What follows belongs to an exercise in optimizing a design on an open flow for a short achievable clock period, few clock cycles per item and low power; a production flow would make more cautious choices.
Where RTL was checked, it was by simulation tests only, not by an equivalence proof against the original.

## PID_controller
module PID_controller #(
    parameter W = 16,
    parameter signed MAX_VAL = 32767,
    parameter signed MIN_VAL = -32768
)(
    input logic clk,
    input logic reset_n,
    input  logic signed [W-1:0] s_axi_tdata,
    input  logic s_axi_tvalid,
    output logic s_axi_tready,
    input  logic signed [W-1:0] Kp, Ki, Kd,
    input  logic signed [W-1:0] setpoint,
    output logic [W-1:0] m_axi_tdata,
    output logic m_axi_tvalid,
    input  logic m_axi_tready
);
For scale: about 3500 cells after synthesis, about 100 I/O pins, ~41000 um^2 of cells after synthesis.
clock: 7.5 ns
lec_check: 0
cap_margin: 20
core_margin: 2
core_utilization: 40
cts_cluster_diameter: 70
cts_cluster_size: 25
setup_slack_margin: 4.1
slew_margin: 20
synth_hierarchical: 1
synth_minimum_keep_size: 0
run.sh (not shown) runs the stock make flow with config.mk's settings and CLKGATE_MAP_FILE= SYNTH_SCRIPT=/design/flow/synth_recipe.tcl, a recipe that flattens the netlist after the stock synthesis.
Next try:
- SETUP_SLACK_MARGIN: 4.1 -> 3.7
Outcome: Sequential cell count does not change; fmax hardly moves; non-clock buffer count drops by 108; worst hold slack improved by 0.0035 ns; final area drops by 5.4%; global-route usage drops by 1.0 points; synthesized area does not change.
No functional check of the RTL was part of any run of this note.

---

Another version of the RTL of PID_controller (not shown whole).
Size: ~3500 cells after synthesis, about 460 flip-flops, ~100 I/O pins, about 39000 um2 of cells after synthesis.
Settings: LEC_CHECK=0, ABC_CLOCK_PERIOD_IN_PS=3000, CAP_MARGIN=20, CORE_MARGIN=2, CORE_UTILIZATION=40, CTS_BUF_LIST=sky130_fd_sc_hd__clkbuf_4 sky130_fd_sc_hd__clkbuf_8, SETUP_SLACK_MARGIN=4.5, SLEW_MARGIN=20, SYNTH_HIERARCHICAL=1, SYNTH_MINIMUM_KEEP_SIZE=0; clock period 7.5 ns.
Edit:
- CTS_BUF_LIST: sky130_fd_sc_hd__clkbuf_4 sky130_fd_sc_hd__clkbuf_8 -> unset
After rerunning: Global-route usage falls by 0.22 points; cell count falls slightly; setup slack improved by 0.078 ns; critical path depth rises by 1; non-clock buffer count falls by 18; utilization falls by 0.49 points.
Edit:
- ABC_CLOCK_PERIOD_IN_PS: 3000 -> unset
- SETUP_SLACK_MARGIN: 4.5 -> unset
The new run passed the timing, DRC and antenna checks.
Core utilization is lower by 7.7 points.
Final cell count is lower by about 7%.
Register-to-register slack is worse by 0.43 ns.
Function was not checked in any run of this note: the RTL went through the layout flow alone.

---

PID_controller, a different RTL version from the one above (not shown whole).
Size in the first run: about 3400 cells after synthesis, ~490 flip-flops, ~100 I/O pins, about 40000 sq um of cells after synthesis.
clock: 7.5 ns
lec_check: 0
cap_margin: 20
core_margin: 2
core_utilization: 40
cts_cluster_diameter: 70
cts_cluster_size: 25
setup_slack_margin: 3.7
slew_margin: 20
synth_hierarchical: 1
synth_minimum_keep_size: 0
Testbench counts at the start, summed over its fixed seeds: cycles 2,432, items 2,400.
Rerun with:
Settings changed: CORE_UTILIZATION 40 to 65, PLACE_DENSITY from default to 0.85.
Effect:
- setup slack is worse by 0.013 ns
- critical path depth is unchanged
- routed wire length came out lower slightly
- final area came out lower by a few percent
- hold slack is better by 0.019 ns
- utilization came out higher by 26 points
- via count came out higher by a few percent
- maximum frequency came out lower slightly
Rerun with:
Settings changed: CORE_UTILIZATION 65 to 40, CTS_CLUSTER_DIAMETER 70 to default, CTS_CLUSTER_SIZE 25 to default, PLACE_DENSITY 0.85 to default.
After rerunning:
- The new run finished with timing, DRC and antenna clean
- final area went up by a few percent
Rerun with:
Settings changed: CORE_UTILIZATION 40 to 55, CTS_CLUSTER_DIAMETER from default to 70, CTS_CLUSTER_SIZE from default to 25, PLACE_DENSITY from default to 0.75.
The new run completed without violations.
Register-to-register slack is worse by 0.03 ns.
Global-route usage increases by 6.4 points.
Core utilization rises by 15 points.
Design area came out lower by 2.7%.
Setup slack improved by 0.0037 ns.

---

PID_controller again, from the RTL that the note above started with.
Settings: LEC_CHECK=0, CAP_MARGIN=20, CORE_MARGIN=2, CORE_UTILIZATION=40, CTS_CLUSTER_DIAMETER=60, CTS_CLUSTER_SIZE=20, SETUP_SLACK_MARGIN=4.0, SLEW_MARGIN=20, SYNTH_HIERARCHICAL=1, SYNTH_MINIMUM_KEEP_SIZE=0; clock period 7.5 ns.
Testbench counts at the start, summed over its fixed seeds: cycles 2,432, items 2,400.
Change:
--- a/flow/config.mk
+++ b/flow/config.mk
@@ -9,7 +9,7 @@
 export CORE_MARGIN = 2
 export CORE_UTILIZATION = 40
-export CTS_CLUSTER_DIAMETER = 60
-export CTS_CLUSTER_SIZE = 20
-export SETUP_SLACK_MARGIN = 4.0
+export CTS_CLUSTER_DIAMETER = 80
+export CTS_CLUSTER_SIZE = 30
+export SETUP_SLACK_MARGIN = 3.7
 export SLEW_MARGIN = 20
 export SYNTH_HIERARCHICAL = 1
Outcome:
- die area is unchanged
- final area is lower by 2.9%
- hold slack stays flat
Change:
--- a/flow/config.mk
+++ b/flow/config.mk
@@ -9,6 +9,7 @@
 export CORE_MARGIN = 2
 export CORE_UTILIZATION = 40
-export CTS_CLUSTER_DIAMETER = 80
-export CTS_CLUSTER_SIZE = 30
+export CTS_CLUSTER_DIAMETER = 60
+export CTS_CLUSTER_SIZE = 20
+export PLACE_DENSITY = 0.75
 export SETUP_SLACK_MARGIN = 3.7
 export SLEW_MARGIN = 20
Cell area grows by 0.39%.
Die area stays the same.
Worst setup slack gets worse by 0.11 ns.
Via count goes up by 2.7%.
Non-clock buffer count went down by 2.
Synthesized cell count stays the same.
Sequential share of layout area fell by 0.11 points.
Global-route usage came out lower by 0.61 points.
Core utilization climbs by 0.17 points.

---

Another version of the RTL of PID_controller (not shown whole).
For scale: roughly 630 flip-flops, ~100 I/O pins.
clock: 7.5 ns
lec_check: 0
cap_margin: 20
core_margin: 2
core_utilization: 55
cts_cluster_diameter: 70
cts_cluster_size: 25
place_density: 0.75
setup_slack_margin: 4.3
slew_margin: 20
synth_hierarchical: 1
synth_minimum_keep_size: 0
Testbench counts at the start, summed over its fixed seeds: cycles 2,440, items 2,400.
Then changed:
- CTS_CLUSTER_SIZE: 25 -> 30
- SETUP_SLACK_MARGIN: 4.3 -> 4.0
What happened:
- register-to-register slack stays flat
- routed wire length falls by 13%
- utilization falls by 4.1 points
- global-route usage falls by 2.3 points
- count of clock-buffer cells in the layout falls by 3
- hold slack is better by 0.0072 ns
- area after synthesis is unchanged

-- static timing again, ports no longer ideal --
In the flow no input, the clock included, has a driving cell. The finished layouts below were timed again as built, in two steps. Step 1, drivers: a clkbuf_16 drives clk and a buf_2 each remaining input, both assumed. Step 2, shift: input delay + t, output delay - t, t = (earliest + latest rising clock arrival at the registers) / 2. This alone moves slack from input paths to output paths. Three values: no drivers, after step 1, after step 2; two values: the first two.
run	t, ns	setup WS [ns]	worst setup path at the end	worst register clock-pin slew, ns
the first run of note 1	0.663	3.669 / 3.669 / 3.557	input to register	0.09 / 0.09
the second run of note 1	0.665	3.672 / 3.672 / 3.182	input to register	0.10 / 0.10
the first run of note 2	0.780	3.654 / 3.654 / 3.420	input to register	0.07 / 0.07
the second run of note 2	0.708	3.732 / 3.732 / 3.535	input to register	0.06 / 0.06
the third run of note 2	0.702	3.297 / 3.297 / 2.801	input to register	0.07 / 0.07
the first run of note 3	0.672	3.671 / 3.671 / 3.099	input to register	0.10 / 0.10
the second run of note 3	0.641	3.658 / 3.658 / 3.126	input to register	0.10 / 0.10
the third run of note 3	0.721	3.687 / 3.724 / 3.013	input to register	0.07 / 0.07
the fourth run of note 3	0.639	3.690 / 3.690 / 3.182	input to register	0.09 / 0.09
the first run of note 4	0.702	3.695 / 3.695 / 3.418	input to register	0.08 / 0.08
the second run of note 4	0.668	3.719 / 3.733 / 3.101	input to register	0.11 / 0.11
the third run of note 4	0.678	3.606 / 3.606 / 3.039	input to register	0.09 / 0.09
the first run of note 5	0.665	4.096 / 4.096 / 3.740	input to register	0.10 / 0.10
the second run of note 5	0.669	4.062 / 4.088 / 3.435	input to register	0.11 / 0.11
After both steps every run listed still meets setup and hold. For the third run of note 3, which loses most, drivers alone change the setup slack by +0.037 ns; drivers and shift together by -0.674 ns.
